Context: an optimization exercise on an open-source flow, tuned for small area. The choices shown serve that exercise and are no tape-out recipe.
Function was checked by simulation only, so behaviour that the tests miss may differ from the original.

===== flow/design.v =====
module absolute_value (
        input [15:0] x,
        input [15:0] y,
        output [15:0] xh,
        output [15:0] zh
    );
    wire sx = x[15], sy = y[15];
    wire [14:0] ax = x[14:0] ^ {15{sx}};
    wire [14:0] ay = y[14:0] ^ {15{sy}};
    wire fix = (x == 16'h8000) ^ (y == 16'h8000);
    wire s0x_s0 = ax[0] ^ ay[0];
    wire s0x_c0 = ax[0] & ay[0];
    wire s0x_s1 = s0x_s0 ^ sx;
    wire s0x_c1 = s0x_s0 & sx;
    wire s0x_s2 = ax[1] ^ ay[1] ^ s0x_c0;
    wire s0x_c2 = (ax[1] & ay[1]) | (ax[1] & s0x_c0) | (ay[1] & s0x_c0);
    wire s0x_s3 = ax[2] ^ ay[2];
    wire s0x_c3 = ax[2] & ay[2];
    wire s0x_s4 = ax[3] ^ ay[3];
    wire s0x_c4 = ax[3] & ay[3];
    wire s0x_s5 = ax[4] ^ ay[4];
    wire s0x_c5 = ax[4] & ay[4];
    wire s0x_s6 = ax[5] ^ ay[5];
    wire s0x_c6 = ax[5] & ay[5];
    wire s0x_s7 = ax[6] ^ ay[6];
    wire s0x_c7 = ax[6] & ay[6];
    wire s0x_s8 = ax[7] ^ ay[7];
    wire s0x_c8 = ax[7] & ay[7];
    wire s0x_s9 = ax[8] ^ ay[8];
    wire s0x_c9 = ax[8] & ay[8];
    wire s0x_s10 = ax[9] ^ ay[9];
    wire s0x_c10 = ax[9] & ay[9];
    wire s0x_s11 = ax[10] ^ ay[10];
    wire s0x_c11 = ax[10] & ay[10];
    wire s0x_s12 = ax[11] ^ ay[11];
    wire s0x_c12 = ax[11] & ay[11];
    wire s0x_s13 = ax[12] ^ ay[12];
    wire s0x_c13 = ax[12] & ay[12];
    wire s0x_s14 = ax[13] ^ ay[13];
    wire s0x_c14 = ax[13] & ay[13];
    wire s0x_s15 = ax[14] ^ ay[14];
    wire s0x_c15 = ax[14] & ay[14];
    wire [15:0] xra = {s0x_c15, s0x_s15, s0x_s14, s0x_s13, s0x_s12, s0x_s11, s0x_s10, s0x_s9, s0x_s8, s0x_s7, s0x_s6, s0x_s5, s0x_s4, s0x_s3, s0x_s2, s0x_s1};
    wire [15:0] xrb = {1'b0, s0x_c14, s0x_c13, s0x_c12, s0x_c11, s0x_c10, s0x_c9, s0x_c8, s0x_c7, s0x_c6, s0x_c5, s0x_c4, s0x_c3, s0x_c2, s0x_c1, sy};
    wire [15:0] xsum = xra + xrb;
    assign xh = xsum ^ {fix, 15'd0};
    wire s0z_s0 = ay[0] ^ ~ax[0];
    wire s0z_c0 = ay[0] & ~ax[0];
    wire s0z_s1 = s0z_s0 ^ sy;
    wire s0z_c1 = s0z_s0 & sy;
    wire s0z_s2 = ay[1] ^ ~ax[1] ^ s0z_c0;
    wire s0z_c2 = (ay[1] & ~ax[1]) | (ay[1] & s0z_c0) | (~ax[1] & s0z_c0);
    wire s0z_s3 = ay[2] ^ ~ax[2];
    wire s0z_c3 = ay[2] & ~ax[2];
    wire s0z_s4 = ay[3] ^ ~ax[3];
    wire s0z_c4 = ay[3] & ~ax[3];
    wire s0z_s5 = ay[4] ^ ~ax[4];
    wire s0z_c5 = ay[4] & ~ax[4];
    wire s0z_s6 = ay[5] ^ ~ax[5];
    wire s0z_c6 = ay[5] & ~ax[5];
    wire s0z_s7 = ay[6] ^ ~ax[6];
    wire s0z_c7 = ay[6] & ~ax[6];
    wire s0z_s8 = ay[7] ^ ~ax[7];
    wire s0z_c8 = ay[7] & ~ax[7];
    wire s0z_s9 = ay[8] ^ ~ax[8];
    wire s0z_c9 = ay[8] & ~ax[8];
    wire s0z_s10 = ay[9] ^ ~ax[9];
    wire s0z_c10 = ay[9] & ~ax[9];
    wire s0z_s11 = ay[10] ^ ~ax[10];
    wire s0z_c11 = ay[10] & ~ax[10];
    wire s0z_s12 = ay[11] ^ ~ax[11];
    wire s0z_c12 = ay[11] & ~ax[11];
    wire s0z_s13 = ay[12] ^ ~ax[12];
    wire s0z_c13 = ay[12] & ~ax[12];
    wire s0z_s14 = ay[13] ^ ~ax[13];
    wire s0z_c14 = ay[13] & ~ax[13];
    wire s0z_s15 = ay[14] ^ ~ax[14];
    wire s0z_c15 = ay[14] & ~ax[14];
    wire [15:0] zra = {1'b1, s0z_s15, s0z_s14, s0z_s13, s0z_s12, s0z_s11, s0z_s10, s0z_s9, s0z_s8, s0z_s7, s0z_s6, s0z_s5, s0z_s4, s0z_s3, s0z_s2, s0z_s1};
    wire [15:0] zrb = {s0z_c15, s0z_c14, s0z_c13, s0z_c12, s0z_c11, s0z_c10, s0z_c9, s0z_c8, s0z_c7, s0z_c6, s0z_c5, s0z_c4, s0z_c3, s0z_c2, s0z_c1, ~sx};
    wire [15:0] zsum = zra + zrb;
    assign zh = zsum ^ {fix, 15'd0};
endmodule
module vec_block #(
        parameter K = 1
    ) (
        input clk,
        input [21:0] x_in,
        input [21:0] z_in,
        input dprev,
        output d,
        output reg [21:0] x_out,
        output reg [21:0] z_out
    );
    function [21:0] radd(input [21:0] a, input [21:0] b, input cin);
        integer i;
        reg c;
        begin
            c = cin;
            for (i = 0; i < 22; i = i + 1) begin
                radd[i] = a[i] ^ b[i] ^ c;
                c = (a[i] & b[i]) | (c & (a[i] ^ b[i]));
            end
        end
    endfunction
    assign d = z_in[21] ^ dprev;
    wire [21:0] v   = z_in ^ {22{z_in[21]}};
    wire [21:0] xsh = {{K{x_in[21]}}, x_in[21:K]};
    always @(posedge clk) begin
        x_out <= radd(x_in, v >> K, d);
        z_out <= radd(v, ~xsh, 1'b1);
    end
endmodule
module vec_scaling (
        input [21:0] x,
        output [15:0] y
    );
    wire sc_s0 = x[1] ^ x[4] ^ x[5];
    wire sc_c0 = (x[1] & x[4]) | (x[1] & x[5]) | (x[4] & x[5]);
    wire sc_s1 = x[7] ^ x[8];
    wire sc_c1 = x[7] & x[8];
    wire sc_s2 = x[2] ^ x[5] ^ x[6];
    wire sc_c2 = (x[2] & x[5]) | (x[2] & x[6]) | (x[5] & x[6]);
    wire sc_s3 = x[8] ^ x[9] ^ x[11];
    wire sc_c3 = (x[8] & x[9]) | (x[8] & x[11]) | (x[9] & x[11]);
    wire sc_s4 = x[12] ^ x[13];
    wire sc_c4 = x[12] & x[13];
    wire sc_s5 = x[3] ^ x[6] ^ x[7];
    wire sc_c5 = (x[3] & x[6]) | (x[3] & x[7]) | (x[6] & x[7]);
    wire sc_s6 = x[9] ^ x[10] ^ x[12];
    wire sc_c6 = (x[9] & x[10]) | (x[9] & x[12]) | (x[10] & x[12]);
    wire sc_s7 = x[13] ^ x[14] ^ x[16];
    wire sc_c7 = (x[13] & x[14]) | (x[13] & x[16]) | (x[14] & x[16]);
    wire sc_s8 = x[4] ^ x[7] ^ x[8];
    wire sc_c8 = (x[4] & x[7]) | (x[4] & x[8]) | (x[7] & x[8]);
    wire sc_s9 = x[10] ^ x[11] ^ x[13];
    wire sc_c9 = (x[10] & x[11]) | (x[10] & x[13]) | (x[11] & x[13]);
    wire sc_s10 = x[14] ^ x[15] ^ x[17];
    wire sc_c10 = (x[14] & x[15]) | (x[14] & x[17]) | (x[15] & x[17]);
    wire sc_s11 = x[5] ^ x[8] ^ x[9];
    wire sc_c11 = (x[5] & x[8]) | (x[5] & x[9]) | (x[8] & x[9]);
    wire sc_s12 = x[11] ^ x[12] ^ x[14];
    wire sc_c12 = (x[11] & x[12]) | (x[11] & x[14]) | (x[12] & x[14]);
    wire sc_s13 = x[15] ^ x[16] ^ x[18];
    wire sc_c13 = (x[15] & x[16]) | (x[15] & x[18]) | (x[16] & x[18]);
    wire sc_s14 = x[6] ^ x[9] ^ x[10];
    wire sc_c14 = (x[6] & x[9]) | (x[6] & x[10]) | (x[9] & x[10]);
    wire sc_s15 = x[12] ^ x[13] ^ x[15];
    wire sc_c15 = (x[12] & x[13]) | (x[12] & x[15]) | (x[13] & x[15]);
    wire sc_s16 = x[16] ^ x[17] ^ x[19];
    wire sc_c16 = (x[16] & x[17]) | (x[16] & x[19]) | (x[17] & x[19]);
    wire sc_s17 = x[7] ^ x[10] ^ x[11];
    wire sc_c17 = (x[7] & x[10]) | (x[7] & x[11]) | (x[10] & x[11]);
    wire sc_s18 = x[13] ^ x[14] ^ x[16];
    wire sc_c18 = (x[13] & x[14]) | (x[13] & x[16]) | (x[14] & x[16]);
    wire sc_s19 = x[17] ^ x[18] ^ x[20];
    wire sc_c19 = (x[17] & x[18]) | (x[17] & x[20]) | (x[18] & x[20]);
    wire sc_s20 = x[8] ^ x[11] ^ x[12];
    wire sc_c20 = (x[8] & x[11]) | (x[8] & x[12]) | (x[11] & x[12]);
    wire sc_s21 = x[14] ^ x[15] ^ x[17];
    wire sc_c21 = (x[14] & x[15]) | (x[14] & x[17]) | (x[15] & x[17]);
    wire sc_s22 = x[18] ^ x[19] ^ x[21];
    wire sc_c22 = (x[18] & x[19]) | (x[18] & x[21]) | (x[19] & x[21]);
    wire sc_s23 = x[9] ^ x[12] ^ x[13];
    wire sc_c23 = (x[9] & x[12]) | (x[9] & x[13]) | (x[12] & x[13]);
    wire sc_s24 = x[15] ^ x[16] ^ x[18];
    wire sc_c24 = (x[15] & x[16]) | (x[15] & x[18]) | (x[16] & x[18]);
    wire sc_s25 = x[19] ^ x[20] ^ x[21];
    wire sc_c25 = (x[19] & x[20]) | (x[19] & x[21]) | (x[20] & x[21]);
    wire sc_s26 = x[10] ^ x[13] ^ x[14];
    wire sc_c26 = (x[10] & x[13]) | (x[10] & x[14]) | (x[13] & x[14]);
    wire sc_s27 = x[16] ^ x[17] ^ x[19];
    wire sc_c27 = (x[16] & x[17]) | (x[16] & x[19]) | (x[17] & x[19]);
    wire sc_s28 = x[20] ^ x[21] ^ x[21];
    wire sc_c28 = (x[20] & x[21]) | (x[20] & x[21]) | (x[21] & x[21]);
    wire sc_s29 = x[11] ^ x[14] ^ x[15];
    wire sc_c29 = (x[11] & x[14]) | (x[11] & x[15]) | (x[14] & x[15]);
    wire sc_s30 = x[17] ^ x[18] ^ x[20];
    wire sc_c30 = (x[17] & x[18]) | (x[17] & x[20]) | (x[18] & x[20]);
    wire sc_s31 = x[12] ^ x[15] ^ x[16];
    wire sc_c31 = (x[12] & x[15]) | (x[12] & x[16]) | (x[15] & x[16]);
    wire sc_s32 = sc_s0 ^ sc_s1 ^ x[10];
    wire sc_c32 = (sc_s0 & sc_s1) | (sc_s0 & x[10]) | (sc_s1 & x[10]);
    wire sc_s33 = sc_s2 ^ sc_s3 ^ sc_s4;
    wire sc_c33 = (sc_s2 & sc_s3) | (sc_s2 & sc_s4) | (sc_s3 & sc_s4);
    wire sc_s34 = x[15] ^ sc_c0;
    wire sc_c34 = x[15] & sc_c0;
    wire sc_s35 = sc_s5 ^ sc_s6 ^ sc_s7;
    wire sc_c35 = (sc_s5 & sc_s6) | (sc_s5 & sc_s7) | (sc_s6 & sc_s7);
    wire sc_s36 = sc_c2 ^ sc_c3 ^ sc_c4;
    wire sc_c36 = (sc_c2 & sc_c3) | (sc_c2 & sc_c4) | (sc_c3 & sc_c4);
    wire sc_s37 = sc_s8 ^ sc_s9 ^ sc_s10;
    wire sc_c37 = (sc_s8 & sc_s9) | (sc_s8 & sc_s10) | (sc_s9 & sc_s10);
    wire sc_s38 = sc_c5 ^ sc_c6 ^ sc_c7;
    wire sc_c38 = (sc_c5 & sc_c6) | (sc_c5 & sc_c7) | (sc_c6 & sc_c7);
    wire sc_s39 = sc_s11 ^ sc_s12 ^ sc_s13;
    wire sc_c39 = (sc_s11 & sc_s12) | (sc_s11 & sc_s13) | (sc_s12 & sc_s13);
    wire sc_s40 = sc_c8 ^ sc_c9 ^ sc_c10;
    wire sc_c40 = (sc_c8 & sc_c9) | (sc_c8 & sc_c10) | (sc_c9 & sc_c10);
    wire sc_s41 = sc_s14 ^ sc_s15 ^ sc_s16;
    wire sc_c41 = (sc_s14 & sc_s15) | (sc_s14 & sc_s16) | (sc_s15 & sc_s16);
    wire sc_s42 = sc_c11 ^ sc_c12 ^ sc_c13;
    wire sc_c42 = (sc_c11 & sc_c12) | (sc_c11 & sc_c13) | (sc_c12 & sc_c13);
    wire sc_s43 = sc_s17 ^ sc_s18 ^ sc_s19;
    wire sc_c43 = (sc_s17 & sc_s18) | (sc_s17 & sc_s19) | (sc_s18 & sc_s19);
    wire sc_s44 = sc_c14 ^ sc_c15 ^ sc_c16;
    wire sc_c44 = (sc_c14 & sc_c15) | (sc_c14 & sc_c16) | (sc_c15 & sc_c16);
    wire sc_s45 = sc_s20 ^ sc_s21 ^ sc_s22;
    wire sc_c45 = (sc_s20 & sc_s21) | (sc_s20 & sc_s22) | (sc_s21 & sc_s22);
    wire sc_s46 = sc_c17 ^ sc_c18 ^ sc_c19;
    wire sc_c46 = (sc_c17 & sc_c18) | (sc_c17 & sc_c19) | (sc_c18 & sc_c19);
    wire sc_s47 = sc_s23 ^ sc_s24 ^ sc_s25;
    wire sc_c47 = (sc_s23 & sc_s24) | (sc_s23 & sc_s25) | (sc_s24 & sc_s25);
    wire sc_s48 = sc_c20 ^ sc_c21 ^ sc_c22;
    wire sc_c48 = (sc_c20 & sc_c21) | (sc_c20 & sc_c22) | (sc_c21 & sc_c22);
    wire sc_s49 = sc_s26 ^ sc_s27 ^ sc_s28;
    wire sc_c49 = (sc_s26 & sc_s27) | (sc_s26 & sc_s28) | (sc_s27 & sc_s28);
    wire sc_s50 = sc_c23 ^ sc_c24 ^ sc_c25;
    wire sc_c50 = (sc_c23 & sc_c24) | (sc_c23 & sc_c25) | (sc_c24 & sc_c25);
    wire sc_s51 = sc_s29 ^ sc_s30 ^ x[21];
    wire sc_c51 = (sc_s29 & sc_s30) | (sc_s29 & x[21]) | (sc_s30 & x[21]);
    wire sc_s52 = sc_c26 ^ sc_c27 ^ sc_c28;
    wire sc_c52 = (sc_c26 & sc_c27) | (sc_c26 & sc_c28) | (sc_c27 & sc_c28);
    wire sc_s53 = sc_s31 ^ x[18] ^ x[19];
    wire sc_c53 = (sc_s31 & x[18]) | (sc_s31 & x[19]) | (x[18] & x[19]);
    wire sc_s54 = x[21] ^ sc_c29 ^ sc_c30;
    wire sc_c54 = (x[21] & sc_c29) | (x[21] & sc_c30) | (sc_c29 & sc_c30);
    wire sc_s55 = x[13] ^ x[16] ^ x[17];
    wire sc_c55 = (x[13] & x[16]) | (x[13] & x[17]) | (x[16] & x[17]);
    wire sc_s56 = x[19] ^ x[20] ^ sc_c31;
    wire sc_c56 = (x[19] & x[20]) | (x[19] & sc_c31) | (x[20] & sc_c31);
    wire sc_s57 = x[14] ^ x[17] ^ x[18];
    wire sc_c57 = (x[14] & x[17]) | (x[14] & x[18]) | (x[17] & x[18]);
    wire sc_s58 = x[20] ^ x[21] ^ x[21];
    wire sc_c58 = (x[20] & x[21]) | (x[20] & x[21]) | (x[21] & x[21]);
    wire sc_s59 = x[15] ^ x[18] ^ x[19];
    wire sc_c59 = (x[15] & x[18]) | (x[15] & x[19]) | (x[18] & x[19]);
    wire sc_s60 = sc_s32 ^ x[11];
    wire sc_c60 = sc_s32 & x[11];
    wire sc_s61 = sc_s33 ^ sc_s34 ^ sc_c1;
    wire sc_c61 = (sc_s33 & sc_s34) | (sc_s33 & sc_c1) | (sc_s34 & sc_c1);
    wire sc_s62 = sc_s35 ^ sc_s36 ^ sc_c33;
    wire sc_c62 = (sc_s35 & sc_s36) | (sc_s35 & sc_c33) | (sc_s36 & sc_c33);
    wire sc_s63 = sc_s37 ^ sc_s38 ^ sc_c35;
    wire sc_c63 = (sc_s37 & sc_s38) | (sc_s37 & sc_c35) | (sc_s38 & sc_c35);
    wire sc_s64 = sc_s39 ^ sc_s40 ^ sc_c37;
    wire sc_c64 = (sc_s39 & sc_s40) | (sc_s39 & sc_c37) | (sc_s40 & sc_c37);
    wire sc_s65 = sc_s41 ^ sc_s42 ^ sc_c39;
    wire sc_c65 = (sc_s41 & sc_s42) | (sc_s41 & sc_c39) | (sc_s42 & sc_c39);
    wire sc_s66 = sc_s43 ^ sc_s44 ^ sc_c41;
    wire sc_c66 = (sc_s43 & sc_s44) | (sc_s43 & sc_c41) | (sc_s44 & sc_c41);
    wire sc_s67 = sc_s45 ^ sc_s46 ^ sc_c43;
    wire sc_c67 = (sc_s45 & sc_s46) | (sc_s45 & sc_c43) | (sc_s46 & sc_c43);
    wire sc_s68 = sc_s47 ^ sc_s48 ^ sc_c45;
    wire sc_c68 = (sc_s47 & sc_s48) | (sc_s47 & sc_c45) | (sc_s48 & sc_c45);
    wire sc_s69 = sc_s49 ^ sc_s50 ^ sc_c47;
    wire sc_c69 = (sc_s49 & sc_s50) | (sc_s49 & sc_c47) | (sc_s50 & sc_c47);
    wire sc_s70 = sc_s51 ^ sc_s52 ^ sc_c49;
    wire sc_c70 = (sc_s51 & sc_s52) | (sc_s51 & sc_c49) | (sc_s52 & sc_c49);
    wire sc_s71 = sc_s53 ^ sc_s54 ^ sc_c51;
    wire sc_c71 = (sc_s53 & sc_s54) | (sc_s53 & sc_c51) | (sc_s54 & sc_c51);
    wire sc_s72 = sc_s55 ^ sc_s56 ^ sc_c53;
    wire sc_c72 = (sc_s55 & sc_s56) | (sc_s55 & sc_c53) | (sc_s56 & sc_c53);
    wire sc_s73 = sc_s57 ^ sc_s58 ^ sc_c55;
    wire sc_c73 = (sc_s57 & sc_s58) | (sc_s57 & sc_c55) | (sc_s58 & sc_c55);
    wire sc_s74 = sc_s59 ^ x[21] ^ sc_c57;
    wire sc_c74 = (sc_s59 & x[21]) | (sc_s59 & sc_c57) | (x[21] & sc_c57);
    wire sc_s75 = x[16] ^ x[19] ^ x[20];
    wire sc_c75 = (x[16] & x[19]) | (x[16] & x[20]) | (x[19] & x[20]);
    wire sc_s76 = x[17] ^ x[20] ^ x[21];
    wire sc_c76 = (x[17] & x[20]) | (x[17] & x[21]) | (x[20] & x[21]);
    wire sc_s77 = sc_s60 ^ x[12];
    wire sc_c77 = sc_s60 & x[12];
    wire sc_s78 = sc_s61 ^ sc_c32 ^ sc_c60;
    wire sc_c78 = (sc_s61 & sc_c32) | (sc_s61 & sc_c60) | (sc_c32 & sc_c60);
    wire sc_s79 = sc_s62 ^ sc_c34 ^ sc_c61;
    wire sc_c79 = (sc_s62 & sc_c34) | (sc_s62 & sc_c61) | (sc_c34 & sc_c61);
    wire sc_s80 = sc_s63 ^ sc_c36 ^ sc_c62;
    wire sc_c80 = (sc_s63 & sc_c36) | (sc_s63 & sc_c62) | (sc_c36 & sc_c62);
    wire sc_s81 = sc_s64 ^ sc_c38 ^ sc_c63;
    wire sc_c81 = (sc_s64 & sc_c38) | (sc_s64 & sc_c63) | (sc_c38 & sc_c63);
    wire sc_s82 = sc_s65 ^ sc_c40 ^ sc_c64;
    wire sc_c82 = (sc_s65 & sc_c40) | (sc_s65 & sc_c64) | (sc_c40 & sc_c64);
    wire sc_s83 = sc_s66 ^ sc_c42 ^ sc_c65;
    wire sc_c83 = (sc_s66 & sc_c42) | (sc_s66 & sc_c65) | (sc_c42 & sc_c65);
    wire sc_s84 = sc_s67 ^ sc_c44 ^ sc_c66;
    wire sc_c84 = (sc_s67 & sc_c44) | (sc_s67 & sc_c66) | (sc_c44 & sc_c66);
    wire sc_s85 = sc_s68 ^ sc_c46 ^ sc_c67;
    wire sc_c85 = (sc_s68 & sc_c46) | (sc_s68 & sc_c67) | (sc_c46 & sc_c67);
    wire sc_s86 = sc_s69 ^ sc_c48 ^ sc_c68;
    wire sc_c86 = (sc_s69 & sc_c48) | (sc_s69 & sc_c68) | (sc_c48 & sc_c68);
    wire sc_s87 = sc_s70 ^ sc_c50 ^ sc_c69;
    wire sc_c87 = (sc_s70 & sc_c50) | (sc_s70 & sc_c69) | (sc_c50 & sc_c69);
    wire sc_s88 = sc_s71 ^ sc_c52 ^ sc_c70;
    wire sc_c88 = (sc_s71 & sc_c52) | (sc_s71 & sc_c70) | (sc_c52 & sc_c70);
    wire sc_s89 = sc_s72 ^ sc_c54 ^ sc_c71;
    wire sc_c89 = (sc_s72 & sc_c54) | (sc_s72 & sc_c71) | (sc_c54 & sc_c71);
    wire sc_s90 = sc_s73 ^ sc_c56 ^ sc_c72;
    wire sc_c90 = (sc_s73 & sc_c56) | (sc_s73 & sc_c72) | (sc_c56 & sc_c72);
    wire sc_s91 = sc_s74 ^ sc_c58 ^ sc_c73;
    wire sc_c91 = (sc_s74 & sc_c58) | (sc_s74 & sc_c73) | (sc_c58 & sc_c73);
    wire sc_s92 = sc_s75 ^ sc_c59 ^ sc_c74;
    wire sc_c92 = (sc_s75 & sc_c59) | (sc_s75 & sc_c74) | (sc_c59 & sc_c74);
    wire sc_s93 = sc_s76 ^ x[21] ^ sc_c75;
    wire sc_c93 = (sc_s76 & x[21]) | (sc_s76 & sc_c75) | (x[21] & sc_c75);
    wire sc_s94 = x[18] ^ x[21] ^ sc_c76;
    wire sc_c94 = (x[18] & x[21]) | (x[18] & sc_c76) | (x[21] & sc_c76);
    wire [21:0] ra = {1'b0, x[21], x[20], x[19], sc_s94, sc_s93, sc_s92, sc_s91, sc_s90, sc_s89, sc_s88, sc_s87, sc_s86, sc_s85, sc_s84, sc_s83, sc_s82, sc_s81, sc_s80, sc_s79, sc_s78, sc_s77};
    wire [21:0] rb = {1'b0, x[21], x[21], sc_c94, sc_c93, sc_c92, sc_c91, sc_c90, sc_c89, sc_c88, sc_c87, sc_c86, sc_c85, sc_c84, sc_c83, sc_c82, sc_c81, sc_c80, sc_c79, sc_c78, sc_c77, x[14]};
    wire [21:0] sum = ra + rb;
    assign y = sum[21:6];
endmodule
module vec_angle_calc (
        input clk,
        input nreset,
        input [15:0] ei,           
        input qvld,                
        input [1:0] quad_in,
        input [15:1] dir,          
        output reg [15:0] angle_out
    );
    genvar k;
    reg [1:0] qr [0:15];
    always @(posedge clk or negedge nreset)
        if (~nreset) qr[0] <= 2'b00;
        else if (qvld) qr[0] <= quad_in;
    generate
        for (k = 1; k <= 15; k = k + 1) begin : g_qr
            always @(posedge clk or negedge nreset)
                if (~nreset) qr[k] <= 2'b00;
                else if (ei[k-1]) qr[k] <= qr[k-1];
        end
    endgenerate
    reg [1:0] w0;
    always @(posedge clk or negedge nreset)
        if (~nreset) w0 <= 2'b01;
        else if (ei[0]) w0 <= {1'b1, qr[0][1] ^ qr[0][0]};
    wire [15:0] wq [0:13];
    assign wq[0] = {14'd0, w0};
    generate
        for (k = 1; k <= 13; k = k + 1) begin : g_w
            reg [k+1:0] w;
            always @(posedge clk or negedge nreset)
                if (~nreset) w <= 1;
                else if (ei[k]) w <= {wq[k-1][k:0], dir[k] ^ qr[k][1] ^ qr[k][0]};
            assign wq[k] = w;
        end
    endgenerate
    reg [14:0] w14;
    always @(posedge clk or negedge nreset)
        if (~nreset) w14 <= 15'd1;
        else if (ei[14]) w14 <= wq[13][14:0];
    wire [15:0] phi;
    vec_angle_decode dec (.w(w14), .phi(phi));
    wire [1:0] qf = qr[15];
    always @(posedge clk or negedge nreset)
        if (~nreset) angle_out <= 16'd0;
        else if (ei[15]) angle_out <= {(qf == 2'b00) ? phi[15] : qf[1], phi[14:0]};
endmodule
module vec_angle_decode (
        input [14:0] w,
        output [15:0] phi
    );
    wire [13:0] p, e, f;
    assign p[0] = w[14];
    assign f[0] = w[14];
    assign e[0] = p[0] & w[13];
    assign p[1] = p[0] | w[13];
    assign f[1] = ~p[0] & w[13];
    assign e[1] = p[1] & w[12];
    assign p[2] = p[1] | w[12];
    assign f[2] = ~p[1] & w[12];
    assign e[2] = p[2] & w[11];
    assign p[3] = p[2] | w[11];
    assign f[3] = ~p[2] & w[11];
    assign e[3] = p[3] & w[10];
    assign p[4] = p[3] | w[10];
    assign f[4] = ~p[3] & w[10];
    assign e[4] = p[4] & w[9];
    assign p[5] = p[4] | w[9];
    assign f[5] = ~p[4] & w[9];
    assign e[5] = p[5] & w[8];
    assign p[6] = p[5] | w[8];
    assign f[6] = ~p[5] & w[8];
    assign e[6] = p[6] & w[7];
    assign p[7] = p[6] | w[7];
    assign f[7] = ~p[6] & w[7];
    assign e[7] = p[7] & w[6];
    assign p[8] = p[7] | w[6];
    assign f[8] = ~p[7] & w[6];
    assign e[8] = p[8] & w[5];
    assign p[9] = p[8] | w[5];
    assign f[9] = ~p[8] & w[5];
    assign e[9] = p[9] & w[4];
    assign p[10] = p[9] | w[4];
    assign f[10] = ~p[9] & w[4];
    assign e[10] = p[10] & w[3];
    assign p[11] = p[10] | w[3];
    assign f[11] = ~p[10] & w[3];
    assign e[11] = p[11] & w[2];
    assign p[12] = p[11] | w[2];
    assign f[12] = ~p[11] & w[2];
    assign e[12] = p[12] & w[1];
    assign p[13] = p[12] | w[1];
    assign f[13] = ~p[12] & w[1];
    assign e[13] = p[13] & w[0];
    wire cb0 = f[0] | f[1] | f[2] | f[4] | f[6] | f[7] | f[12] | f[13];
    wire cb1 = f[3] | f[5] | f[7] | f[8] | f[9] | f[10] | f[12];
    wire cb2 = f[2] | f[5] | f[7] | f[8] | f[9];
    wire cb3 = f[2] | f[7] | f[8] | f[11];
    wire cb4 = f[2] | f[4] | f[7] | f[10];
    wire cb5 = f[3] | f[9];
    wire cb6 = f[6] | f[8];
    wire cb7 = f[5] | f[7];
    wire cb8 = f[0] | f[1] | f[4] | f[6];
    wire cb9 = f[0] | f[1] | f[3] | f[5];
    wire cb10 = f[0] | f[1] | f[2] | f[4];
    wire cb11 = f[3];
    wire cb12 = f[2];
    wire cb13 = f[1];
    wire cb14 = f[0];
    wire dc_s0 = cb1 ^ ~e[2] ^ ~e[3];
    wire dc_c0 = (cb1 & ~e[2]) | (cb1 & ~e[3]) | (~e[2] & ~e[3]);
    wire dc_s1 = ~e[4] ^ ~e[5];
    wire dc_c1 = ~e[4] & ~e[5];
    wire dc_s2 = cb2 ^ ~e[2] ^ ~e[4];
    wire dc_c2 = (cb2 & ~e[2]) | (cb2 & ~e[4]) | (~e[2] & ~e[4]);
    wire dc_s3 = ~e[6] ^ ~e[10];
    wire dc_c3 = ~e[6] & ~e[10];
    wire dc_s4 = cb3 ^ ~e[1] ^ ~e[5];
    wire dc_c4 = (cb3 & ~e[1]) | (cb3 & ~e[5]) | (~e[1] & ~e[5]);
    wire dc_s5 = cb4 ^ ~e[2];
    wire dc_c5 = cb4 & ~e[2];
    wire dc_s6 = cb5 ^ ~e[2];
    wire dc_c6 = cb5 & ~e[2];
    wire dc_s7 = cb6 ^ ~e[1];
    wire dc_c7 = cb6 & ~e[1];
    wire dc_s8 = cb7 ^ ~e[1];
    wire dc_c8 = cb7 & ~e[1];
    wire dc_s9 = cb8 ^ ~e[1];
    wire dc_c9 = cb8 & ~e[1];
    wire dc_s10 = dc_s0 ^ dc_s1 ^ ~e[7];
    wire dc_c10 = (dc_s0 & dc_s1) | (dc_s0 & ~e[7]) | (dc_s1 & ~e[7]);
    wire dc_s11 = dc_s2 ^ dc_s3 ^ ~e[12];
    wire dc_c11 = (dc_s2 & dc_s3) | (dc_s2 & ~e[12]) | (dc_s3 & ~e[12]);
    wire dc_s12 = 1'b1 ^ dc_c0;
    wire dc_c12 = 1'b1 & dc_c0;
    wire dc_s13 = dc_s4 ^ ~e[9] ^ ~e[11];
    wire dc_c13 = (dc_s4 & ~e[9]) | (dc_s4 & ~e[11]) | (~e[9] & ~e[11]);
    wire dc_s14 = 1'b1 ^ dc_c2 ^ dc_c3;
    wire dc_c14 = (1'b1 & dc_c2) | (1'b1 & dc_c3) | (dc_c2 & dc_c3);
    wire dc_s15 = dc_s5 ^ ~e[4] ^ ~e[8];
    wire dc_c15 = (dc_s5 & ~e[4]) | (dc_s5 & ~e[8]) | (~e[4] & ~e[8]);
    wire dc_s16 = ~e[10] ^ 1'b1 ^ dc_c4;
    wire dc_c16 = (~e[10] & 1'b1) | (~e[10] & dc_c4) | (1'b1 & dc_c4);
    wire dc_s17 = dc_s6 ^ ~e[3] ^ ~e[7];
    wire dc_c17 = (dc_s6 & ~e[3]) | (dc_s6 & ~e[7]) | (~e[3] & ~e[7]);
    wire dc_s18 = ~e[9] ^ 1'b1 ^ dc_c5;
    wire dc_c18 = (~e[9] & 1'b1) | (~e[9] & dc_c5) | (1'b1 & dc_c5);
    wire dc_s19 = dc_s7 ^ ~e[2] ^ ~e[6];
    wire dc_c19 = (dc_s7 & ~e[2]) | (dc_s7 & ~e[6]) | (~e[2] & ~e[6]);
    wire dc_s20 = ~e[8] ^ 1'b1 ^ dc_c6;
    wire dc_c20 = (~e[8] & 1'b1) | (~e[8] & dc_c6) | (1'b1 & dc_c6);
    wire dc_s21 = dc_s8 ^ ~e[2] ^ ~e[5];
    wire dc_c21 = (dc_s8 & ~e[2]) | (dc_s8 & ~e[5]) | (~e[2] & ~e[5]);
    wire dc_s22 = ~e[7] ^ 1'b1 ^ dc_c7;
    wire dc_c22 = (~e[7] & 1'b1) | (~e[7] & dc_c7) | (1'b1 & dc_c7);
    wire dc_s23 = dc_s9 ^ ~e[2] ^ ~e[4];
    wire dc_c23 = (dc_s9 & ~e[2]) | (dc_s9 & ~e[4]) | (~e[2] & ~e[4]);
    wire dc_s24 = ~e[6] ^ 1'b1 ^ dc_c8;
    wire dc_c24 = (~e[6] & 1'b1) | (~e[6] & dc_c8) | (1'b1 & dc_c8);
    wire dc_s25 = cb9 ^ ~e[2] ^ ~e[3];
    wire dc_c25 = (cb9 & ~e[2]) | (cb9 & ~e[3]) | (~e[2] & ~e[3]);
    wire dc_s26 = ~e[5] ^ dc_c9;
    wire dc_c26 = ~e[5] & dc_c9;
    wire dc_s27 = cb10 ^ ~e[1];
    wire dc_c27 = cb10 & ~e[1];
    wire dc_s28 = dc_s10 ^ ~e[11];
    wire dc_c28 = dc_s10 & ~e[11];
    wire dc_s29 = dc_s11 ^ dc_s12 ^ dc_c1;
    wire dc_c29 = (dc_s11 & dc_s12) | (dc_s11 & dc_c1) | (dc_s12 & dc_c1);
    wire dc_s30 = dc_s13 ^ dc_s14 ^ dc_c11;
    wire dc_c30 = (dc_s13 & dc_s14) | (dc_s13 & dc_c11) | (dc_s14 & dc_c11);
    wire dc_s31 = dc_s15 ^ dc_s16 ^ dc_c13;
    wire dc_c31 = (dc_s15 & dc_s16) | (dc_s15 & dc_c13) | (dc_s16 & dc_c13);
    wire dc_s32 = dc_s17 ^ dc_s18 ^ dc_c15;
    wire dc_c32 = (dc_s17 & dc_s18) | (dc_s17 & dc_c15) | (dc_s18 & dc_c15);
    wire dc_s33 = dc_s19 ^ dc_s20 ^ dc_c17;
    wire dc_c33 = (dc_s19 & dc_s20) | (dc_s19 & dc_c17) | (dc_s20 & dc_c17);
    wire dc_s34 = dc_s21 ^ dc_s22 ^ dc_c19;
    wire dc_c34 = (dc_s21 & dc_s22) | (dc_s21 & dc_c19) | (dc_s22 & dc_c19);
    wire dc_s35 = dc_s23 ^ dc_s24 ^ dc_c21;
    wire dc_c35 = (dc_s23 & dc_s24) | (dc_s23 & dc_c21) | (dc_s24 & dc_c21);
    wire dc_s36 = dc_s25 ^ dc_s26 ^ dc_c23;
    wire dc_c36 = (dc_s25 & dc_s26) | (dc_s25 & dc_c23) | (dc_s26 & dc_c23);
    wire dc_s37 = dc_s27 ^ ~e[4] ^ dc_c25;
    wire dc_c37 = (dc_s27 & ~e[4]) | (dc_s27 & dc_c25) | (~e[4] & dc_c25);
    wire dc_s38 = cb11 ^ ~e[3];
    wire dc_c38 = cb11 & ~e[3];
    wire dc_s39 = cb12 ^ ~e[2];
    wire dc_c39 = cb12 & ~e[2];
    wire dc_s40 = cb13 ^ ~e[1];
    wire dc_c40 = cb13 & ~e[1];
    wire dc_s41 = cb14 ^ ~e[0];
    wire dc_c41 = cb14 & ~e[0];
    wire dc_s42 = dc_s28 ^ ~e[13];
    wire dc_c42 = dc_s28 & ~e[13];
    wire dc_s43 = dc_s29 ^ dc_c10 ^ dc_c28;
    wire dc_c43 = (dc_s29 & dc_c10) | (dc_s29 & dc_c28) | (dc_c10 & dc_c28);
    wire dc_s44 = dc_s30 ^ dc_c12 ^ dc_c29;
    wire dc_c44 = (dc_s30 & dc_c12) | (dc_s30 & dc_c29) | (dc_c12 & dc_c29);
    wire dc_s45 = dc_s31 ^ dc_c14 ^ dc_c30;
    wire dc_c45 = (dc_s31 & dc_c14) | (dc_s31 & dc_c30) | (dc_c14 & dc_c30);
    wire dc_s46 = dc_s32 ^ dc_c16 ^ dc_c31;
    wire dc_c46 = (dc_s32 & dc_c16) | (dc_s32 & dc_c31) | (dc_c16 & dc_c31);
    wire dc_s47 = dc_s33 ^ dc_c18 ^ dc_c32;
    wire dc_c47 = (dc_s33 & dc_c18) | (dc_s33 & dc_c32) | (dc_c18 & dc_c32);
    wire dc_s48 = dc_s34 ^ dc_c20 ^ dc_c33;
    wire dc_c48 = (dc_s34 & dc_c20) | (dc_s34 & dc_c33) | (dc_c20 & dc_c33);
    wire dc_s49 = dc_s35 ^ dc_c22 ^ dc_c34;
    wire dc_c49 = (dc_s35 & dc_c22) | (dc_s35 & dc_c34) | (dc_c22 & dc_c34);
    wire dc_s50 = dc_s36 ^ dc_c24 ^ dc_c35;
    wire dc_c50 = (dc_s36 & dc_c24) | (dc_s36 & dc_c35) | (dc_c24 & dc_c35);
    wire dc_s51 = dc_s37 ^ dc_c26 ^ dc_c36;
    wire dc_c51 = (dc_s37 & dc_c26) | (dc_s37 & dc_c36) | (dc_c26 & dc_c36);
    wire dc_s52 = dc_s38 ^ dc_c27 ^ dc_c37;
    wire dc_c52 = (dc_s38 & dc_c27) | (dc_s38 & dc_c37) | (dc_c27 & dc_c37);
    wire dc_s53 = dc_s39 ^ 1'b1 ^ dc_c38;
    wire dc_c53 = (dc_s39 & 1'b1) | (dc_s39 & dc_c38) | (1'b1 & dc_c38);
    wire dc_s54 = dc_s40 ^ 1'b1 ^ dc_c39;
    wire dc_c54 = (dc_s40 & 1'b1) | (dc_s40 & dc_c39) | (1'b1 & dc_c39);
    wire dc_s55 = dc_s41 ^ 1'b1 ^ dc_c40;
    wire dc_c55 = (dc_s41 & 1'b1) | (dc_s41 & dc_c40) | (1'b1 & dc_c40);
    wire [15:0] ra = {dc_c41, dc_s55, dc_s54, dc_s53, dc_s52, dc_s51, dc_s50, dc_s49, dc_s48, dc_s47, dc_s46, dc_s45, dc_s44, dc_s43, dc_s42, cb0};
    wire [15:0] rb = {dc_c55, dc_c54, dc_c53, dc_c52, dc_c51, dc_c50, dc_c49, dc_c48, dc_c47, dc_c46, dc_c45, dc_c44, dc_c43, dc_c42, 1'b1, 1'b0};
    assign phi = ra + rb;
endmodule
module CORDIC_Vectoring_top1 #(
        parameter DATA_WIDTH = 16,
        parameter CORDIC_WIDTH = 22,
        parameter CORDIC_STAGES = 16,
        parameter ANGLE_WIDTH = 16
    ) (
        input clk,
        input nreset,
        input vec_en,
        input signed [DATA_WIDTH-1:0] x_vec_in,
        input signed [DATA_WIDTH-1:0] y_vec_in,
        input angle_calc_enable_in,
        output signed [DATA_WIDTH-1:0] x_vec_out,
        output output_valid_o,
        output [CORDIC_STAGES-1:0] micro_angle_o,
        output [1:0] quad_out,
        output vec_microRot_out_start,
        output signed [ANGLE_WIDTH-1:0] angle_out
    );
    function [21:0] radd(input [21:0] a, input [21:0] b, input cin);
        integer i;
        reg c;
        begin
            c = cin;
            for (i = 0; i < 22; i = i + 1) begin
                radd[i] = a[i] ^ b[i] ^ c;
                c = (a[i] & b[i]) | (c & (a[i] ^ b[i]));
            end
        end
    endfunction
    reg [17:1] vld;
    always @(posedge clk or negedge nreset)
        if (~nreset) vld <= 17'd0;
        else         vld <= {vld[16:1], vec_en};
    assign vec_microRot_out_start = vld[1];
    assign output_valid_o = vld[17];
    reg [1:0] quad;
    wire [1:0] quad_in = {y_vec_in[15], x_vec_in[15]};
    always @(posedge clk or negedge nreset)
        if (~nreset)     quad <= 2'b00;
        else if (vec_en) quad <= quad_in;
    assign quad_out = vec_en ? quad_in : quad;
    wire [15:0] x1n, z1n;
    absolute_value stage0 (.x(x_vec_in), .y(y_vec_in), .xh(x1n), .zh(z1n));
    reg [15:0] x1h, z1h;
    always @(posedge clk) begin
        x1h <= x1n;
        z1h <= z1n;
    end
    reg  [15:1] mr;                  
    wire [15:0] dprev = {mr, 1'b0};  
    wire [21:0] xs [1:15];
    wire [21:0] zs [1:15];
    wire [15:1] d;
    assign xs[1] = {x1h, 6'd0};
    assign zs[1] = {z1h, 6'd0};
    genvar k;
    generate
        for (k = 1; k <= 14; k = k + 1) begin : g_stage
            vec_block #(.K(k)) stage (
                .clk(clk), .x_in(xs[k]), .z_in(zs[k]), .dprev(dprev[k-1]),
                .d(d[k]), .x_out(xs[k+1]), .z_out(zs[k+1]));
        end
    endgenerate
    wire [21:0] v15 = zs[15] ^ {22{zs[15][21]}};
    assign d[15] = zs[15][21] ^ mr[14];
    reg [21:0] x16;
    always @(posedge clk)
        x16 <= radd(xs[15], v15 >> 15, d[15]);
    always @(posedge clk or negedge nreset)
        if (~nreset) mr <= 15'd0;
        else begin : upd_mr
            integer i;
            for (i = 1; i <= 15; i = i + 1)
                if (vld[i]) mr[i] <= d[i];
        end
    assign micro_angle_o = {mr, 1'b0};
    wire [15:0] xsc;
    vec_scaling scale (.x(x16), .y(xsc));
    reg [15:0] xo;
    always @(posedge clk or negedge nreset)
        if (~nreset)      xo <= 16'd0;
        else if (vld[16]) xo <= xsc;
    assign x_vec_out = xo;
    wire ace = angle_calc_enable_in;
    vec_angle_calc angle (
        .clk(clk), .nreset(nreset), .ei(ace ? vld[16:1] : 16'd0), .qvld(ace & vec_en),
        .quad_in(quad_in), .dir(mr), .angle_out(angle_out));
endmodule

===== flow/run.sh =====
#!/bin/bash
# synth_recipe.tcl (not shown) runs the flow's synth.tcl, then flattens the netlist and writes it again
# the make line also repeats each setting of config.mk as NAME=value (left out here)
make -C /OpenROAD-flow-scripts/flow DESIGN_CONFIG=/design/flow/config.mk WORK_HOME=/design/flow/orfs CLKGATE_MAP_FILE= SYNTH_SCRIPT=/design/flow/synth_recipe.tcl finish

===== flow/config.mk =====
export PLATFORM = sky130hd
export DESIGN_NAME = CORDIC_Vectoring_top1
export DESIGN_NICKNAME = CORDIC_Vectoring_top1
export VERILOG_FILES = /design/flow/design.v
export SDC_FILE = /design/flow/constraint.sdc
export NUM_CORES = 4
export LEC_CHECK = 0
export ABC_AREA = 1
export CAP_MARGIN = 20
export CORE_MARGIN = 2
export CORE_UTILIZATION = 40
export CTS_BUF_LIST = sky130_fd_sc_hd__clkbuf_8 sky130_fd_sc_hd__clkbuf_4
export PLACE_DENSITY = 0.6
export SLEW_MARGIN = 20

===== flow/constraint.sdc =====
create_clock -name core_clock -period 10.0 [get_ports {clk}]
set_input_delay 2.0000 -clock core_clock [delete_from_list [all_inputs] [get_ports {clk}]]
set_output_delay 2.0000 -clock core_clock [all_outputs]
set_load 0.01 [all_outputs]

==> impl_metrics.toml, run 1 <==
[status]
status = "timing/DRC/antenna clean"

[detailed_routing]
wl_per_cell_um = 12.70
vias = 24130
ant_nets = 0
drc = 0
post_drt_via_cell_ratio = 4.167
routed_wl_um = 73510
dr.pass1.iters = 5
drt_iter0_markers = 726

[synth]
syn_inst = 4000
ys_seq_elements = 874
synth_fp_nets = 4870
async_reset_ff_frac = 0.2654
synth_area_um2 = 44850
synth_top_area_frac = 0.2866
yosys.area.top_type = "dfxtp_1"
synth_edf_count = 0
synthTopCellsByArea = "dfxtp_1 (29%), fa_1 (25%), dfrtp_1 (12%), inv_1 (8.6%), ha_1 (7.7%)"
ys_seq_area_frac = 0.4164
synth_cell_types = 42
ys_warn_count = 17
synth_area_per_cell_um2 = 11.21
ys.flop_type = "dfxtp_1"

[floorplan]
rows = 122
core_um2 = 111000
die_w_um = 338.8
start_util = 0.4041
dieArea_um2 = 114800
ios = 88
dieHeight_um = 338.8

[timing]
finalHoldViolCount = 0
finalSetupViolations = 0
timing.setup.tns_ns = 0
max_freq_mhz = 103.2
skew_ns = 0.04034
grt_setup_unrepaired = "false"
finalCritPeriodShare = 0.9690
min_period_ns = 9.690
worst_pin_slew_ns = 0.9580
timing.final.ws_setup_ns = 0.3097
worst_hold_slack_ns = 0.4163
maxSlewHeadroom = 0.3593
slew_viol_final = 0

[finish]
area_delta_synth_final_pct = 12.85
layout.nets = 5051
design_area_um2 = 50610
fin_util = 0.4561
final_cell_mix = "inv_1 (1028), dfxtp_1 (639), fa_1 (551)"
final_common_cell = "inv_1"
drive_gt1_frac = 0.08467

[global_routing]
grt_usage = 0.1365
first_global_vias = 26700
grt_max_degree = 87
grt_pass1_wl_um = 127300
overflow = 0
antenna_found_initial = 2

[clocking]
htree_levels = 4
cts_buffer_depth = 3
tritoncts = "yes"
clock_latency_ns = 0.78
cts_buffers = 147
cts_setup_buffers = 0
clock-root-buffer = "clkbuf_8"
clkTransAtPathRegs_ns = 0.06
clock_sinks = 874
postCtsHoldBufs = 0

[setup_path]
ff2ff_setup_slack_ns = 0.31
crit_slowest_cell = "fa_1"
crit_family = "adder cells"
r2r_start = "g_stage[7].stage.z_out[21]$_DFF_P_"
crit_arrival_ns = 10.34
worstSetupStartpointType = "register"
path_cells = "xnor2_1, ha_1, inv_1, fa_1, fa_1, fa_1, fa_1, fa_1, fa_2, fa_2, fa_2, fa_1, fa_1, fa_1, fa_1, fa_2, fa_1, fa_1, fa_1, fa_2, fa_1, fa_1, fa_1, xnor2_1"
crit_buf_inv = 1
slowest_delay_ns = 0.48
r2r_end = "g_stage[8].stage.z_out[21]$_DFF_P_"
path_common_cell = "fa_1"
cp.depth = 24
crit_type = "register to register"
crit_start = "g_stage[7].stage.z_out[21]$_DFF_P_"
worstPathRequired_ns = 10.65
cp_max_fo = 2
timing.critical_path.to = "g_stage[8].stage.z_out[21]$_DFF_P_"
ff2ff_path_depth = 24
end_kind = "register"

[worst_hold_path]
hold_depth = 0
hp-class = "register to register"

[place]
placed_area_um2 = 47410
place_ws_ns = -0.07346
hpwlAfterDp_um = 59120
gp_congestion = 0.8277
io_buffers = 86

[run]
cap_violations = 0
[metrics by stage]
step                      cells
final                      5789
after CTS                  5785
after global placement     5518
after detailed placement   5518
after global routing       5788
after floorplan            4000
[metal layers]
| layer | wire length, um | GRT usage |
|---|---|---|
| met5 | 0 | 0 |
| met4 | 1624 | 0.04546 |
| met3 | 3032 | 0.03208 |
| met2 | 37540 | 0.2458 |
| met1 | 31310 | 0.1591 |
[worst min path at each step]
stage / to / from / slack, ns
3_5_place_dp: vld[15]$_DFF_PN0_ / vld[14]$_DFF_PN0_ / 0.41
5_1_grt: vld[5]$_DFF_PN0_ / vld[4]$_DFF_PN0_ / 0.43
2_1_floorplan: vld[17]$_DFF_PN0_ / vld[16]$_DFF_PN0_ / 0.35
4_1_cts: vld[4]$_DFF_PN0_ / vld[3]$_DFF_PN0_ / 0.42
3_3_place_gp: vld[11]$_DFF_PN0_ / vld[10]$_DFF_PN0_ / 0.41
6_report: vld[4]$_DFF_PN0_ / vld[3]$_DFF_PN0_ / 0.42
[flip-flops by register name, indices dropped and copies added (netlist names)]
register	cells
angle.angle_out	16
x1h	16
g_stage.stage.z_out	287
angle.g_w.w	117
xo	16
mr	15
vld	17
quad	2
angle.w14	15
x16	21
z1h	16
g_stage.stage.x_out	302
angle.qr	32
angle.w0	2
[final cells by class]
cell class / count / area [um^2]
multi-input cells: 2004 / 21930
clock inverters: 22 / 152.6
fillers: 10350 / 60360
flip-flops and latches: 874 / 18680
inverters: 1043 / 3915
repair buffers: 111 / 1104
well taps: 1488 / 1862
clock buffers: 245 / 2965
diodes: 2 / 5.005
[cells in the mapped netlist (all sizes together) (8+ instances only)]
master / instances
inv: 1038
dfxtp: 642
fa: 559
nand2: 311
ha: 275
xnor2: 242
dfrtp: 217
xor2: 182
o21ai: 156
a21oi: 86
nor2: 78
clkbuf: 51
buf: 28
nand3: 27
o21bai: 16
dfstp: 15
mux2: 13
nor4: 10
o221ai: 8
[repair_timing]
action                     in CTS  in global routing
gates resized for setup         2                  9
setup endpoints to repair       1                  6
cloned                          0                  1
[kinds of logic after synthesis]
| logic type | Yosys count | share of synthesized area |
|---|---|---|
| buf+inv | 1122 | 0.09508 |
| mux | 13 | 0.003264 |
| flops | 874 | 0.4164 |
| simple gates | 445 | 0.04110 |
| xor+xnor | 424 | 0.08280 |
| fa+ha+maj | 834 | 0.3262 |
| compound gates | 287 | 0.03498 |
| other cells | 1 | 0.00008362 |
==> run 2, diff against run 1 <==
--- a/flow/config.mk
+++ b/flow/config.mk
@@ -10,5 +10,7 @@
 export CORE_MARGIN = 2
 export CORE_UTILIZATION = 40
-export CTS_BUF_LIST = sky130_fd_sc_hd__clkbuf_8 sky130_fd_sc_hd__clkbuf_4
+export CTS_BUF_LIST = sky130_fd_sc_hd__clkbuf_4
+export CTS_CLUSTER_DIAMETER = 40
+export CTS_CLUSTER_SIZE = 10
 export PLACE_DENSITY = 0.6
 export SLEW_MARGIN = 20
==> run 2 against run 1 <==
  * Still clean on timing, DRC and antenna
  * Critical path depth unchanged
  * Area after synthesis unchanged
  * Die area unchanged
  * Fmax up 0.14%
  * Via count down 0.37%
  * First-iteration DRC count up 3.9%
  * Synthesized cell count unchanged
  * Clock-buffer cell count down 90
  * Flip-flop and latch count unchanged
  * Largest cell class unchanged
  * Non-clock buffer count unchanged
==> impl_metrics.toml, run 2 <==
[setup_path]
ff2ff_setup_slack_ns = 0.32
path_cells = "xnor2_1, ha_1, inv_1, fa_1, fa_1, fa_1, fa_1, fa_1, fa_2, fa_2, fa_2, fa_1, fa_1, fa_1, fa_1, fa_2, fa_1, fa_1, fa_1, fa_2, fa_1, fa_1, fa_1, xnor2_1"
crit_family = "adder cells"
r2r_end = "g_stage[8].stage.z_out[21]$_DFF_P_"
cp_max_fo = 1
path_common_cell = "fa_1"
crit_type = "register to register"
crit_arrival_ns = 10.58
slowest_delay_ns = 0.48
ff2ff_path_depth = 24
worstSetupStartpointType = "register"
crit_buf_inv = 1
worstPathRequired_ns = 10.90
end_kind = "register"
r2r_start = "g_stage[7].stage.z_out[0]$_DFF_P_"
crit_slowest_cell = "fa_1"

[finish]
top_register = "g_stage.stage.x_out"
layout.nets = 5034
final_cell_mix = "inv_1 (1028), dfxtp_1 (638), fa_1 (552)"
drive_gt1_frac = 0.07138
reg_top3 = "g_stage.stage.x_out x302, g_stage.stage.z_out x287, angle.g_w.w x117"
largest_reg_flops = 302
final_common_cell = "inv_1"
fill_cells = 10490
fin_util = 0.4459
area_delta_synth_final_pct = 10.33

[detailed_routing]
drt_iter0_markers = 754
routed_wl_um = 72810
drc = 0
ant_nets = 0
wl_per_cell_um = 12.65
dr.pass1.iters = 5
vias = 24040
post_drt_via_cell_ratio = 4.176

[clocking]
cts_buffers = 130
postCtsHoldBufs = 0
tritoncts = "yes"
cts_buffer_depth = 3
htree_levels = 4
clock_sinks = 874
clock_latency_ns = 1.04
cts_setup_buffers = 0
clkTransAtPathRegs_ns = 0.12
clock-root-buffer = "clkbuf_4"

[global_routing]
grt_use_met1 = 0.1576
antenna_found_initial = 3
gr-usage-met3 = 0.03365
grt_usage = 0.1359
grt_max_degree = 87
met2_usage = 0.2446
busiest_layer = "met2"
grt_pass1_wl_um = 126300
first_global_vias = 26380
overflow = 0

[worst_hold_path]
holdPathEnd = "vld[5]$_DFF_PN0_"
hp-class = "register to register"
hold_start = "vld[4]$_DFF_PN0_"
hold_depth = 0

[synth]
synth_area_per_cell_um2 = 11.21
yosys.area.top_type = "dfxtp_1"
yosysMostFrequentCell = "inv_1"
ys.flop_type = "dfxtp_1"
synth_cell_types = 42
syn_inst = 4000
synthTopCellsByCount = "inv_1 (1028), dfxtp_1 (642), fa_1 (559)"
ys_warn_count = 17
synth_top_area_frac = 0.2866
synth_area_um2 = 44850
ys_seq_elements = 874
ys_seq_area_frac = 0.4164
synthTopCellsByArea = "dfxtp_1 (29%), fa_1 (25%), dfrtp_1 (12%), inv_1 (8.6%), ha_1 (7.7%)"
synth_fp_nets = 4870
async_reset_ff_frac = 0.2654
synth_edf_count = 0

[timing]
min_period_ns = 9.676
finalSetupViolations = 0
finalCritPeriodShare = 0.9676
finalHoldViolCount = 0
worst_pin_slew_ns = 0.9820
skew_ns = 0.07451
max_freq_mhz = 103.3
maxSlewHeadroom = 0.3433
slew_viol_final = 0

[place]
io_buffers = 86
gp_congestion = 0.8277
hpwlAfterDp_um = 59120

[floorplan]
ios = 88
start_util = 0.4041
rows = 122
core_um2 = 111000
dieArea_um2 = 114800
dieHeight_um = 338.8
die_w_um = 338.8

[status]
status = "timing/DRC/antenna clean"

[run]
cap_violations = 0
-- run 2: cell type report --
type                       count  area (um^2)  area share
antenna                        8        20.02   0.0004046
multi-input combinational   2004        21920      0.4431
timing repair buffer         111         1104     0.02230
sequential                   874        18680      0.3776
clock buffer                 155         1164     0.02352
tap                         1488         1862     0.03763
clock inverter                72        807.0     0.01631
inverter                    1043         3915     0.07912
-- run 2: metal layers --
| layer | up-vias | part of all wire |
|---|---|---|
| met5 | - | 0 |
| met4 | 0 | 0.021 |
| met3 | 117 | 0.042 |
| met2 | 273 | 0.51 |
| met1 | 11560 | 0.42 |
| li1 | 12080 | - |
-- run 2: kinds of logic (layout without fill, tap and decap cells) --
group,Yosys count,count (layout),synth area share
AOI/OAI and AO/OA,287,287,0.03498
xor gates and xnor gates,424,424,0.08280
adders and majority gates,834,834,0.3262
buffers and inverters,1122,1381,0.09508
DFF,874,874,0.4164
muxes,13,13,0.003264
other,1,9,0.00008362
and+or+nand+nor,445,445,0.04110
-- run 2: how the worst max path moves through the flow --
stage | start | to | cells past startpoint | slack (ns)
after global routing | g_stage[6].stage.z_out[21]$_DFF_P_ | g_stage[7].stage.z_out[21]$_DFF_P_ | 24 | -0.02
after global placement | g_stage[7].stage.z_out[21]$_DFF_P_ | g_stage[8].stage.z_out[21]$_DFF_P_ | 24 | -0.002
after CTS | g_stage[7].stage.z_out[21]$_DFF_P_ | g_stage[8].stage.z_out[21]$_DFF_P_ | 24 | 0.005
final | g_stage[7].stage.z_out[0]$_DFF_P_ | g_stage[8].stage.z_out[21]$_DFF_P_ | 24 | 0.32
after detailed placement | g_stage[7].stage.z_out[21]$_DFF_P_ | g_stage[8].stage.z_out[21]$_DFF_P_ | 24 | -0.07
after floorplan | g_stage[7].stage.z_out[21]$_DFF_P_ | g_stage[8].stage.z_out[21]$_DFF_P_ | 26 | 0.05
-- run 2: per-stage QoR --
stage	hold slack [ns]	setup slack, ns	cell area (um^2)	cells	TNS, ns
finish	0.3795	0.3236	49480	5755	0
global route	0.4069	-0.02122	49480	5754	-0.02122
CTS	0.3738	0.005262	49380	5745	0
detailed placement	0.4114	-0.07346	47410	5518	-0.07346
global placement	0.4086	-0.001851	47410	5518	-0.001851
floorplan	0.3519	0.05418	44860	4000	0
-- run 2: repair_timing --
action / 4_1_cts / 5_1_grt
setup endpoints to repair: 1 / 7
cloned: 0 / 1
resized for setup: 1 / 11
-- run 2: worst register-to-register path: stages (launching register included) --
cell and delay, ns:
dfxtp_1 0.32, xnor2_1 0.14, ha_1 0.16, inv_1 0.05
fa_1 0.41, fa_1 0.43, fa_1 0.44, fa_1 0.43
fa_1 0.44, fa_2 0.39, fa_2 0.39, fa_2 0.41
fa_1 0.45, fa_1 0.47, fa_1 0.46, fa_1 0.48
fa_2 0.41, fa_1 0.45, fa_1 0.46, fa_1 0.48
fa_2 0.41, fa_1 0.45, fa_1 0.46, fa_1 0.45
xnor2_1 0.13
==> run 3, diff against run 2 <==
--- a/flow/config.mk
+++ b/flow/config.mk
@@ -7,5 +7,5 @@
 export LEC_CHECK = 0
 export ABC_AREA = 1
-export CAP_MARGIN = 20
+export CAP_MARGIN = 0
 export CORE_MARGIN = 2
 export CORE_UTILIZATION = 40
@@ -14,3 +14,3 @@
 export CTS_CLUSTER_SIZE = 10
 export PLACE_DENSITY = 0.6
-export SLEW_MARGIN = 20
+export SLEW_MARGIN = 0
==> run 3 against run 2 <==
  * Via count is essentially flat
  * Highest routed layer unchanged
  * Routed wire length barely moved
  * Hold slack improved by 0.0023 ns
  * Critical endpoint unchanged
==> impl_metrics.toml, run 3 <==
[status]
status = "timing/DRC/antenna clean"

[synth]
async_reset_ff_frac = 0.2654
synth_area_um2 = 44850
ys_warn_count = 17
yosys.area.top_type = "dfxtp_1"
ys_seq_area_frac = 0.4164
synth_cell_types = 42
synthTopCellsByArea = "dfxtp_1 (29%), fa_1 (25%), dfrtp_1 (12%), inv_1 (8.6%), ha_1 (7.7%)"
syn_inst = 4000
synth_edf_count = 0
synth_top_area_frac = 0.2866
ys.flop_type = "dfxtp_1"
synthTopCellsByCount = "inv_1 (1028), dfxtp_1 (642), fa_1 (559)"
yosysMostFrequentCell = "inv_1"
synth_area_per_cell_um2 = 11.21
ys_seq_elements = 874
synth_fp_nets = 4870

[global_routing]
overflow = 0
grt_usage = 0.1359
grt_max_degree = 87
antenna_found_initial = 3
grt_pass1_wl_um = 126300
first_global_vias = 26380

[place]
placed_area_um2 = 47410
place_ws_ns = -0.07346
io_buffers = 86
hpwlAfterDp_um = 59120
gp_congestion = 0.8277

[detailed_routing]
drc = 0
vias = 24040
dr.pass1.iters = 7
ant_nets = 0
routed_wl_um = 72820
drt_iter0_markers = 763
post_drt_via_cell_ratio = 4.178
wl_per_cell_um = 12.66

[setup_path]
worstPathRequired_ns = 10.90
end_kind = "register"
crit_slowest_cell = "fa_1"
crit_type = "register to register"
r2r_start = "g_stage[7].stage.z_out[0]$_DFF_P_"
r2r_end = "g_stage[8].stage.z_out[21]$_DFF_P_"
crit_arrival_ns = 10.58
worstSetupStartpointType = "register"
path_common_cell = "fa_1"
ff2ff_setup_slack_ns = 0.33
cp_max_fo = 1
ff2ff_path_depth = 24
slowest_delay_ns = 0.47
path_cells = "xnor2_1, ha_1, inv_1, fa_1, fa_1, fa_1, fa_1, fa_1, fa_2, fa_2, fa_2, fa_1, fa_1, fa_1, fa_1, fa_2, fa_1, fa_1, fa_1, fa_2, fa_1, fa_1, fa_1, xnor2_1"
crit_family = "adder cells"
crit_buf_inv = 1

[worst_hold_path]
hp-class = "register to register"
hold_depth = 0
holdPathEnd = "vld[5]$_DFF_PN0_"
hold_start = "vld[4]$_DFF_PN0_"

[floorplan]
rows = 122
ios = 88
dieArea_um2 = 114800
start_util = 0.4041
die_w_um = 338.8
core_um2 = 111000
dieHeight_um = 338.8

[finish]
top_register = "g_stage.stage.x_out"
layout.nets = 5033
largest_reg_flops = 302
reg_top3 = "g_stage.stage.x_out x302, g_stage.stage.z_out x287, angle.g_w.w x117"
final_common_cell = "inv_1"
drive_gt1_frac = 0.07116
design_area_um2 = 49450
fin_util = 0.4456
final_cell_mix = "inv_1 (1028), dfxtp_1 (638), fa_1 (552)"
area_delta_synth_final_pct = 10.27

[clocking]
cts_buffers = 130
clock_latency_ns = 1.04
cts_buffer_depth = 3
tritoncts = "yes"
clock_sinks = 874
htree_levels = 4
postCtsHoldBufs = 0
clkTransAtPathRegs_ns = 0.11
clock-root-buffer = "clkbuf_4"
cts_setup_buffers = 0

[run]
cap_violations = 0

[timing]
max_freq_mhz = 103.4
skew_ns = 0.07230
min_period_ns = 9.674
worst_pin_slew_ns = 0.9762
finalHoldViolCount = 0
maxSlewHeadroom = 0.3472
finalSetupViolations = 0
slew_viol_final = 0
finalCritPeriodShare = 0.9674
timing.final.ws_setup_ns = 0.3255
[run 3: cell counts after synthesis]
No cell type changed its count.
[run 3: logic make-up (layout without fill, tap and decap cells)]
kind of cell	count (synthesis)	count (layout)	synth area share
mux	13	13	0.003264
flops	874	874	0.4164
other cells	1	9	0.00008362
buf+inv	1122	1380	0.09508
compound gates	287	287	0.03498
xor+xnor	424	424	0.08280
simple gates	445	445	0.04110
fa+ha+maj	834	834	0.3262
[run 3: worst max path at each step]
stage,depth (start not counted),endpoint,from
5_1_grt,24,g_stage[7].stage.z_out[21]$_DFF_P_,g_stage[6].stage.z_out[21]$_DFF_P_
3_5_place_dp,24,g_stage[8].stage.z_out[21]$_DFF_P_,g_stage[7].stage.z_out[21]$_DFF_P_
4_1_cts,24,g_stage[8].stage.z_out[21]$_DFF_P_,g_stage[7].stage.z_out[21]$_DFF_P_
3_3_place_gp,24,g_stage[8].stage.z_out[21]$_DFF_P_,g_stage[7].stage.z_out[21]$_DFF_P_
2_1_floorplan,26,g_stage[8].stage.z_out[21]$_DFF_P_,g_stage[7].stage.z_out[21]$_DFF_P_
6_report,24,g_stage[8].stage.z_out[21]$_DFF_P_,g_stage[7].stage.z_out[0]$_DFF_P_
[run 3: repair_timing]
item	4_1_cts	5_1_grt
cloned	0	1
setup endpoints to repair	1	7
resized for setup	1	11
[run 3: per-stage QoR]
| stage | TNS, ns | hold slack (ns) | instances |
|---|---|---|---|
| finish | 0 | 0.3818 | 5754 |
| CTS | 0 | 0.3738 | 5745 |
| global route | -0.02122 | 0.4069 | 5753 |
| floorplan | 0 | 0.3519 | 4000 |
| detailed placement | -0.07346 | 0.4114 | 5518 |
| global placement | -0.001851 | 0.4086 | 5518 |
[run 3: per-layer routing]
layer  routed length [um]  track usage  up-vias
met4                 1512      0.04472        0
met5                    0            0        -
met3                 3107      0.03365      117
li1                     -            -    12080
met2                37330       0.2446      266
met1                30880       0.1576    11570
[run 3: layout make-up]
cell class,count,area [um^2]
antenna,8,20.02
clock buffer,155,1164
clock inverter,72,807.0
fill,10500,61520
inverter,1043,3915
multi-input combinational,2004,21920
sequential,874,18680
tap,1488,1862
timing repair buffer,110,1076

re-timing with driven ports:
In the flow no input, the clock included, has a driving cell. The finished layouts below were timed again as built, in two steps.
Step 1 (the two cells are an assumption about what drives the block):
set clk [get_ports {clk}]
set_driving_cell -lib_cell sky130_fd_sc_hd__clkbuf_16 $clk
set_driving_cell -lib_cell sky130_fd_sc_hd__buf_2 [delete_from_list [all_inputs] $clk]
Step 2 times the ports against the registers' clock, not the clock port: input delays grow and output delays shrink by t, the midpoint of the rising clock arrivals with the driver on.
Three values: ideal ports, drivers, drivers and shift; two values: the first two.
run	t (ns)	setup WS [ns]	latest minus earliest clock arrival (ns)	slew at the worst register clock pin (ns)	pins driven straight from the clock port
run 1	0.832	0.310 / 0.310 / 0.310	0.044 / 0.044	0.06 / 0.06	1
run 2	1.067	0.324 / 0.324 / 0.324	0.077 / 0.077	0.12 / 0.12	1
run 3	1.069	0.326 / 0.326 / 0.326	0.076 / 0.075	0.11 / 0.11	1
After both steps every run listed still meets setup and hold.
